From an optimization exercise on the open Yosys and OpenROAD flow, aimed at small area and a short achievable clock period; shortcuts taken in it are not production practice. At most, simulation tests tie the RTL to the original design; equivalence was not proved. The clock input has no modelled driver; a real chip could not lean on it and would need a root buffer or a full tree.

## the baseline
==> module memory_unit, before the edit <==
module memory_unit(
    input CLK, RESET,  
    input [3:0] ADDR,  
    input [7:0] DATA_IN,  
    input READ, WRITE,  
    input [7:0] SEARCH_KEY,  
    output reg [7:0] DATA_OUT,  
    output reg [7:0] SEARCH_RESULT  
);
reg [7:0] dasd_memory [0:15];  
reg [7:0] cam_key [0:7];       
genvar g, b;
wire nrd;
wire [3:0] na;
g_inv u_nrd (.a(READ), .y(nrd));
generate
    for (g = 0; g < 4; g = g + 1) begin : ainv
        g_inv u_na (.a(ADDR[g]), .y(na[g]));
    end
endgenerate
wire [3:0] pa;
g_nor2 u_pa0 (.a(ADDR[1]), .b(ADDR[0]), .y(pa[0]));
g_nor2 u_pa1 (.a(ADDR[1]), .b(na[0]), .y(pa[1]));
g_nor2 u_pa2 (.a(na[1]), .b(ADDR[0]), .y(pa[2]));
g_nor2 u_pa3 (.a(na[1]), .b(na[0]), .y(pa[3]));
wire [3:0] wq, rq;
g_nor4 u_wq0 (.a(RESET), .b(READ), .c(ADDR[3]), .d(ADDR[2]), .y(wq[0]));
g_nor4 u_wq1 (.a(RESET), .b(READ), .c(ADDR[3]), .d(na[2]), .y(wq[1]));
g_nor4 u_wq2 (.a(RESET), .b(READ), .c(na[3]), .d(ADDR[2]), .y(wq[2]));
g_nor4 u_wq3 (.a(RESET), .b(READ), .c(na[3]), .d(na[2]), .y(wq[3]));
g_nor3 u_rq0 (.a(nrd), .b(ADDR[3]), .c(ADDR[2]), .y(rq[0]));
g_nor3 u_rq1 (.a(nrd), .b(ADDR[3]), .c(na[2]), .y(rq[1]));
g_nor3 u_rq2 (.a(nrd), .b(na[3]), .c(ADDR[2]), .y(rq[2]));
g_nor3 u_rq3 (.a(nrd), .b(na[3]), .c(na[2]), .y(rq[3]));
wire [15:0] we_d, rsel;
wire [7:0] we_k;
generate
    for (g = 0; g < 16; g = g + 1) begin : word
        g_and3 u_we (.a(pa[g % 4]), .b(wq[g / 4]), .c(WRITE), .y(we_d[g]));
        g_and2 u_rs (.a(pa[g % 4]), .b(rq[g / 4]), .y(rsel[g]));
        always @(posedge CLK)
            if (we_d[g])
                dasd_memory[g] <= DATA_IN;
    end
    for (g = 0; g < 8; g = g + 1) begin : key
        g_and3 u_we (.a(pa[g % 4]), .b(wq[g / 4]), .c(WRITE), .y(we_k[g]));
        always @(posedge CLK)
            if (we_k[g])
                cam_key[g] <= SEARCH_KEY;
    end
endgenerate
wire [7:0] nlo, nhi, m, mr;
generate
    for (g = 0; g < 8; g = g + 1) begin : cmp
        wire [7:0] eq;
        for (b = 0; b < 8; b = b + 1) begin : bit_eq
            g_xnor2 u_eq (.a(cam_key[g][b]), .b(SEARCH_KEY[b]), .y(eq[b]));
        end
        g_nand4 u_lo (.a(eq[0]), .b(eq[1]), .c(eq[2]), .d(eq[3]), .y(nlo[g]));
        g_nand4 u_hi (.a(eq[4]), .b(eq[5]), .c(eq[6]), .d(eq[7]), .y(nhi[g]));
        g_nor2 u_m (.a(nlo[g]), .b(nhi[g]), .y(m[g]));                 
        g_nor3 u_mr (.a(nlo[g]), .b(nhi[g]), .c(nrd), .y(mr[g]));      
    end
endgenerate
wire [7:0] ssel;
wire nm7, nm5, nm3, q67, q45, q23, q123;
g_or2  u_nm7  (.a(nlo[7]), .b(nhi[7]), .y(nm7));
g_or2  u_nm5  (.a(nlo[5]), .b(nhi[5]), .y(nm5));
g_or2  u_nm3  (.a(nlo[3]), .b(nhi[3]), .y(nm3));
g_nor2 u_q67  (.a(m[6]), .b(m[7]), .y(q67));
g_nor2 u_q45  (.a(m[4]), .b(m[5]), .y(q45));
g_nor2 u_q23  (.a(m[2]), .b(m[3]), .y(q23));
g_nor3 u_q123 (.a(m[1]), .b(m[2]), .c(m[3]), .y(q123));
assign ssel[7] = mr[7];
g_and2 u_s6 (.a(mr[6]), .b(nm7), .y(ssel[6]));
g_and2 u_s5 (.a(mr[5]), .b(q67), .y(ssel[5]));
g_and3 u_s4 (.a(mr[4]), .b(nm5), .c(q67), .y(ssel[4]));
g_and3 u_s3 (.a(mr[3]), .b(q45), .c(q67), .y(ssel[3]));
g_and4 u_s2 (.a(mr[2]), .b(nm3), .c(q45), .d(q67), .y(ssel[2]));
g_and4 u_s1 (.a(mr[1]), .b(q23), .c(q45), .d(q67), .y(ssel[1]));
g_and4 u_s0 (.a(mr[0]), .b(q123), .c(q45), .d(q67), .y(ssel[0]));
wire [7:0] dout_d, sres_d;
generate
    for (b = 0; b < 8; b = b + 1) begin : bits
        wire [15:0] v;
        for (g = 0; g < 16; g = g + 1) begin : w
            assign v[g] = dasd_memory[g][b];
        end
        wire [3:0] s;
        for (g = 0; g < 4; g = g + 1) begin : spair
            g_a22oi u_s (.a1(ssel[2 * g]), .a2(v[2 * g]), .b1(ssel[2 * g + 1]), .b2(v[2 * g + 1]), .y(s[g]));
        end
        wire sh, sx;
        g_nand2 u_sh (.a(nrd), .b(SEARCH_RESULT[b]), .y(sh));
        g_and2 u_sx (.a(s[3]), .b(sh), .y(sx));
        g_nand4 u_sy (.a(s[0]), .b(s[1]), .c(s[2]), .d(sx), .y(sres_d[b]));
        wire [7:0] t;
        for (g = 0; g < 8; g = g + 1) begin : dpair
            g_a22oi u_t (.a1(rsel[2 * g]), .a2(v[2 * g]), .b1(rsel[2 * g + 1]), .b2(v[2 * g + 1]), .y(t[g]));
        end
        wire e0, e1, f, ndh;
        g_nand4 u_e0 (.a(t[0]), .b(t[1]), .c(t[2]), .d(t[3]), .y(e0));
        g_nand4 u_e1 (.a(t[4]), .b(t[5]), .c(t[6]), .d(t[7]), .y(e1));
        g_nor2 u_f (.a(e0), .b(e1), .y(f));                           
        g_nand2 u_dh (.a(nrd), .b(DATA_OUT[b]), .y(ndh));             
        g_nand2 u_dy (.a(f), .b(ndh), .y(dout_d[b]));
    end
endgenerate
always @(posedge CLK or posedge RESET) begin
    if (RESET) begin
        DATA_OUT <= 8'd0;
        SEARCH_RESULT <= 8'd0;
    end else begin
        DATA_OUT <= dout_d;
        SEARCH_RESULT <= sres_d;
    end
end
endmodule
==> module g_nor4, before the edit <==
module g_nor4(input a, input b, input c, input d, output y);
    assign y = ~(a | b | c | d);
endmodule
clock: 4.0 ns
lec_check: 0
cap_margin: 20
core_margin: 2
core_utilization: 40
setup_slack_margin: 2.2
slew_margin: 20
synth_hierarchical: 1
standard.sh (not shown) runs the stock make flow with config.mk's settings and CLKGATE_MAP_FILE= SYNTH_SCRIPT=/design/flow/synth_recipe.tcl, a recipe that flattens the netlist after the stock synthesis.
==> flow/flow/run.sh <==
#!/bin/bash
# Own layout flow: the standard synthesis, then the standard ORFS steps with
# extra make variables (flow/make_args.txt, one NAME=VALUE per line; @FLOW@ is
# replaced by this folder's absolute path, for hook scripts).
set -uo pipefail
here=$(cd "$(dirname "$0")" && pwd)
mapfile -t args < <(grep -v '^\s*#' "$here/make_args.txt" | grep -v '^\s*$' | sed "s#@FLOW@#$here#g")
printf '%s\n' "${args[@]}" > make_args_used.log
bash standard.sh synth > synth.log 2>&1 || exit 1
bash standard.sh "${args[@]}" finish > layout.log 2>&1
Other scripts of this flow, unchanged in this note and not shown: flow/flow/downsize.tcl, flow/flow/fosize.tcl, flow/flow/make_args.txt, flow/flow/post_cts.tcl, flow/flow/pre_cts.tcl, flow/flow/recover_margin.tcl
> inputs changed (the baseline -> the candidate)
--- a/flow/design.v
+++ b/flow/design.v
@@ -9,42 +9,44 @@
 );
 reg [7:0] dasd_memory [0:15];  
 reg [7:0] cam_key [0:7];       
 genvar g, b;
-wire nrd;
+wire nrd, nwr, nwen;
 wire [3:0] na;
 g_inv u_nrd (.a(READ), .y(nrd));
+g_inv u_nwr (.a(WRITE), .y(nwr));
 generate
     for (g = 0; g < 4; g = g + 1) begin : ainv
         g_inv u_na (.a(ADDR[g]), .y(na[g]));
     end
 endgenerate
+g_or3 u_nwen (.a(RESET), .b(READ), .c(nwr), .y(nwen));
 wire [3:0] pa;
 g_nor2 u_pa0 (.a(ADDR[1]), .b(ADDR[0]), .y(pa[0]));
 g_nor2 u_pa1 (.a(ADDR[1]), .b(na[0]), .y(pa[1]));
 g_nor2 u_pa2 (.a(na[1]), .b(ADDR[0]), .y(pa[2]));
 g_nor2 u_pa3 (.a(na[1]), .b(na[0]), .y(pa[3]));
 wire [3:0] wq, rq;
-g_nor4 u_wq0 (.a(RESET), .b(READ), .c(ADDR[3]), .d(ADDR[2]), .y(wq[0]));
-g_nor4 u_wq1 (.a(RESET), .b(READ), .c(ADDR[3]), .d(na[2]), .y(wq[1]));
-g_nor4 u_wq2 (.a(RESET), .b(READ), .c(na[3]), .d(ADDR[2]), .y(wq[2]));
-g_nor4 u_wq3 (.a(RESET), .b(READ), .c(na[3]), .d(na[2]), .y(wq[3]));
+g_nor3 u_wq0 (.a(nwen), .b(ADDR[3]), .c(ADDR[2]), .y(wq[0]));
+g_nor3 u_wq1 (.a(nwen), .b(ADDR[3]), .c(na[2]), .y(wq[1]));
+g_nor3 u_wq2 (.a(nwen), .b(na[3]), .c(ADDR[2]), .y(wq[2]));
+g_nor3 u_wq3 (.a(nwen), .b(na[3]), .c(na[2]), .y(wq[3]));
 g_nor3 u_rq0 (.a(nrd), .b(ADDR[3]), .c(ADDR[2]), .y(rq[0]));
 g_nor3 u_rq1 (.a(nrd), .b(ADDR[3]), .c(na[2]), .y(rq[1]));
 g_nor3 u_rq2 (.a(nrd), .b(na[3]), .c(ADDR[2]), .y(rq[2]));
 g_nor3 u_rq3 (.a(nrd), .b(na[3]), .c(na[2]), .y(rq[3]));
 wire [15:0] we_d, rsel;
 wire [7:0] we_k;
 generate
     for (g = 0; g < 16; g = g + 1) begin : word
-        g_and3 u_we (.a(pa[g % 4]), .b(wq[g / 4]), .c(WRITE), .y(we_d[g]));
+        g_and2 u_we (.a(pa[g % 4]), .b(wq[g / 4]), .y(we_d[g]));
         g_and2 u_rs (.a(pa[g % 4]), .b(rq[g / 4]), .y(rsel[g]));
         always @(posedge CLK)
             if (we_d[g])
                 dasd_memory[g] <= DATA_IN;
     end
     for (g = 0; g < 8; g = g + 1) begin : key
-        g_and3 u_we (.a(pa[g % 4]), .b(wq[g / 4]), .c(WRITE), .y(we_k[g]));
+        g_and2 u_we (.a(pa[g % 4]), .b(wq[g / 4]), .y(we_k[g]));
         always @(posedge CLK)
             if (we_k[g])
                 cam_key[g] <= SEARCH_KEY;
     end
@@ -97,14 +99,13 @@
         wire [7:0] t;
         for (g = 0; g < 8; g = g + 1) begin : dpair
             g_a22oi u_t (.a1(rsel[2 * g]), .a2(v[2 * g]), .b1(rsel[2 * g + 1]), .b2(v[2 * g + 1]), .y(t[g]));
         end
-        wire e0, e1, f, ndh;
+        wire e0, e1, dh;
         g_nand4 u_e0 (.a(t[0]), .b(t[1]), .c(t[2]), .d(t[3]), .y(e0));
         g_nand4 u_e1 (.a(t[4]), .b(t[5]), .c(t[6]), .d(t[7]), .y(e1));
-        g_nor2 u_f (.a(e0), .b(e1), .y(f));                           
-        g_nand2 u_dh (.a(nrd), .b(DATA_OUT[b]), .y(ndh));             
-        g_nand2 u_dy (.a(f), .b(ndh), .y(dout_d[b]));
+        g_and2 u_dh (.a(nrd), .b(DATA_OUT[b]), .y(dh));
+        g_or3 u_dy (.a(e0), .b(e1), .c(dh), .y(dout_d[b]));
     end
 endgenerate
 always @(posedge CLK or posedge RESET) begin
     if (RESET) begin
@@ -136,10 +137,10 @@
 endmodule
 module g_or2(input a, input b, output y);
     assign y = a | b;
 endmodule
-module g_nor4(input a, input b, input c, input d, output y);
-    assign y = ~(a | b | c | d);
+module g_or3(input a, input b, input c, output y);
+    assign y = a | b | c;
 endmodule
 module g_and2(input a, input b, output y);
     assign y = a & b;
 endmodule
- [compare] base=the baseline new=the candidate: post-DP HPWL increased by about 2.6% relative to the old numbers, maximum number of pins on one net before global-route repair lower, first-iteration DRC count has increased, global-route usage now larger.
- Via count across the baseline and the candidate: no real change.
- Number of buffers inserted by hold repair at cts essentially unchanged between the baseline and the candidate.
- Utilization after layout was lower in the baseline than in the candidate.
- Diff the baseline -> the candidate | wire length | increase of 280 um
For the baseline, only the layout was checked, not whether the RTL still works.

---

Another version of the RTL of memory_unit (not shown whole).
For scale: roughly 500 cells after synthesis.
==> module memory_unit, before the edit <==
module memory_unit(
    input CLK, RESET,  
    input [3:0] ADDR,  
    input [7:0] DATA_IN,  
    input READ, WRITE,  
    input [7:0] SEARCH_KEY,  
    output reg [7:0] DATA_OUT,  
    output reg [7:0] SEARCH_RESULT  
);
reg [7:0] dasd_memory [0:15];  
reg [7:0] cam_key [0:7];       
wire we = !RESET && !READ && WRITE;
always @(posedge CLK) begin
    if (we) begin
        dasd_memory[ADDR] <= DATA_IN;
        if (!ADDR[3])
            cam_key[ADDR[2:0]] <= SEARCH_KEY;
    end
end
reg [7:0] search;
integer i;
always @(*) begin
    search = 8'd0;
    for (i = 0; i < 8; i = i + 1)
        if (cam_key[i] == SEARCH_KEY)
            search = dasd_memory[i];
end
always @(posedge CLK or posedge RESET) begin
    if (RESET) begin
        DATA_OUT <= 8'd0;
        SEARCH_RESULT <= 8'd0;
    end else if (READ) begin
        DATA_OUT <= dasd_memory[ADDR];
        SEARCH_RESULT <= search;
    end
end
endmodule
Settings: LEC_CHECK=0, CAP_MARGIN=20, CORE_MARGIN=2, CORE_UTILIZATION=40, SETUP_SLACK_MARGIN=2.2, SLEW_MARGIN=20; clock period 4.0 ns.
==> flow/flow/make_args.txt <==
MATCH_CELL_FOOTPRINT=0
BUFFER_PORTS_ARGS=-buffer_cell sky130_fd_sc_hd__buf_2
CTS_ARGS=-sink_clustering_enable -repair_clock_nets -dont_use_dummy_load -buf_list sky130_fd_sc_hd__clkbuf_16 -sink_clustering_size 24 -sink_clustering_max_diameter 80
POST_CTS_TCL=@FLOW@/post_cts.tcl
SKIP_CTS_REPAIR_TIMING=1
==> flow/flow/post_cts.tcl <==
# Flatten the clock tree to two levels: the root buffer (the only cell the CLK
# port drives) drives the leaf buffers directly, which drive the registers. The
# branching buffers between them are removed, and the root is a clkbuf_16. All
# registers keep the same number of buffers on their clock path.
set block [ord::get_db_block]
proc out_net {inst} {
  foreach it [$inst getITerms] { if {[$it isOutputSignal]} { return [$it getNet] } }
  return ""
}
proc is_clkbuf {inst} { string match sky130_fd_sc_hd__clkbuf_* [[$inst getMaster] getName] }
set clk [$block findNet CLK]
set root ""
foreach it [$clk getITerms] { set root [$it getInst] }
set n0 [out_net $root]
set changed 1
while {$changed} {
  set changed 0
  foreach it [$n0 getITerms] {
    if {![$it isInputSignal]} { continue }
    set b [$it getInst]
    if {![is_clkbuf $b]} { continue }
    set n1 [out_net $b]
    # collapse b only if everything it drives is a clock buffer
    set all_bufs 1
    foreach l [$n1 getITerms] {
      if {[$l isInputSignal] && ![is_clkbuf [$l getInst]]} { set all_bufs 0 }
    }
    if {!$all_bufs} { continue }
    foreach l [$n1 getITerms] {
      if {[$l isInputSignal]} { $l disconnect; $l connect $n0 }
    }
    foreach bt [$b getITerms] { $bt disconnect }
    odb::dbInst_destroy $b
    odb::dbNet_destroy $n1
    set changed 1
    break
  }
}
$root swapMaster [[ord::get_db] findMaster sky130_fd_sc_hd__clkbuf_16]
puts "post_cts: root [$root getName] drives [expr {[llength [$n0 getITerms]] - 1}] clock buffers"
detailed_placement
check_placement -verbose
==> flow/flow/pre_cts.tcl <==
# Upsize the output port buffers.
set block [ord::get_db_block]
set master_buf [[ord::get_db] findMaster sky130_fd_sc_hd__buf_4]
foreach bterm [$block getBTerms] {
  if {[$bterm getIoType] ne "OUTPUT"} { continue }
  foreach iterm [[$bterm getNet] getITerms] {
    if {[$iterm isOutputSignal]} { [$iterm getInst] swapMaster $master_buf }
  }
}
Scripts as last shown in full above: flow/flow/run.sh
Then changed:
==> flow/design.v (replaced) <==
module memory_unit(
    input CLK, RESET,  
    input [3:0] ADDR,  
    input [7:0] DATA_IN,  
    input READ, WRITE,  
    input [7:0] SEARCH_KEY,  
    output reg [7:0] DATA_OUT,  
    output reg [7:0] SEARCH_RESULT  
);
wire we = !RESET && !READ && WRITE;
reg [7:0] dasd_memory [0:15];  
reg [7:0] cam_key [0:7];       
wire [15:0] rsel;    
wire [7:0]  dout_t [0:16];
wire [7:0]  sres_t [0:8];
assign dout_t[0] = READ ? 8'd0 : DATA_OUT;
assign sres_t[0] = 8'd0;
genvar g;
generate
    for (g = 0; g < 16; g = g + 1) begin : word
        always @(posedge CLK)
            if (we && ADDR == g)
                dasd_memory[g] <= DATA_IN;
        assign rsel[g] = READ && ADDR == g;
        assign dout_t[g + 1] = dout_t[g] | ({8{rsel[g]}} & dasd_memory[g]);
    end
    for (g = 0; g < 8; g = g + 1) begin : entry
        always @(posedge CLK)
            if (we && ADDR == g)
                cam_key[g] <= SEARCH_KEY;
        assign sres_t[g + 1] = cam_key[g] == SEARCH_KEY ? dasd_memory[g] : sres_t[g];
    end
endgenerate
always @(posedge CLK or posedge RESET) begin
    if (RESET) begin
        DATA_OUT <= 8'd0;
        SEARCH_RESULT <= 8'd0;
    end else begin
        DATA_OUT <= dout_t[16];
        if (READ)
            SEARCH_RESULT <= sres_t[8];
    end
end
endmodule
Via count climbs by 13%.
Worst hold slack is worse by 0.038 ns.
Wire length is higher by 5.1%.
Die area is lower by 3.2%.
Fmax decreases by 1.2%.
Clock skew goes down by 0.032 ns.
Synthesized cell count increases by 10%.
Sequential share of layout area goes down by 0.69 points.
Setup slack got worse by 0.024 ns.
The RTL of the second run of this note was laid out without a check of its function.

what the ideal ports hide:
How much do the figures lean on ideal ports? The routed layouts below were timed once more, with nothing changed but the port constraints.
Step 1 assumes that a clkbuf_16 drives the clock port and a buf_2 every other input.
Step 2, shift: input delay + t, output delay - t, t = (earliest + latest rising clock arrival at the registers) / 2. This alone moves slack from input paths to output paths.
Three values: no drivers, after step 1, after step 2; two values: the first two.
| run | t, ns | setup WS [ns] | worst setup path after step 2 |
|---|---|---|---|
| the baseline | 0.540 | 2.118 / 2.078 / 1.644 | input to register |
| the candidate | 0.540 | 2.079 / 2.039 / 1.546 | input to register |
| the first run of note 2 | 0.430 | 1.995 / 1.798 / 1.368 | input to register |
| the second run of note 2 | 0.438 | 1.971 / 1.965 / 1.527 | input to register |
After both steps setup and hold are still met in every run listed. For the first run of note 2, which loses most, drivers alone change the setup slack by -0.197 ns; drivers and shift together by -0.627 ns.
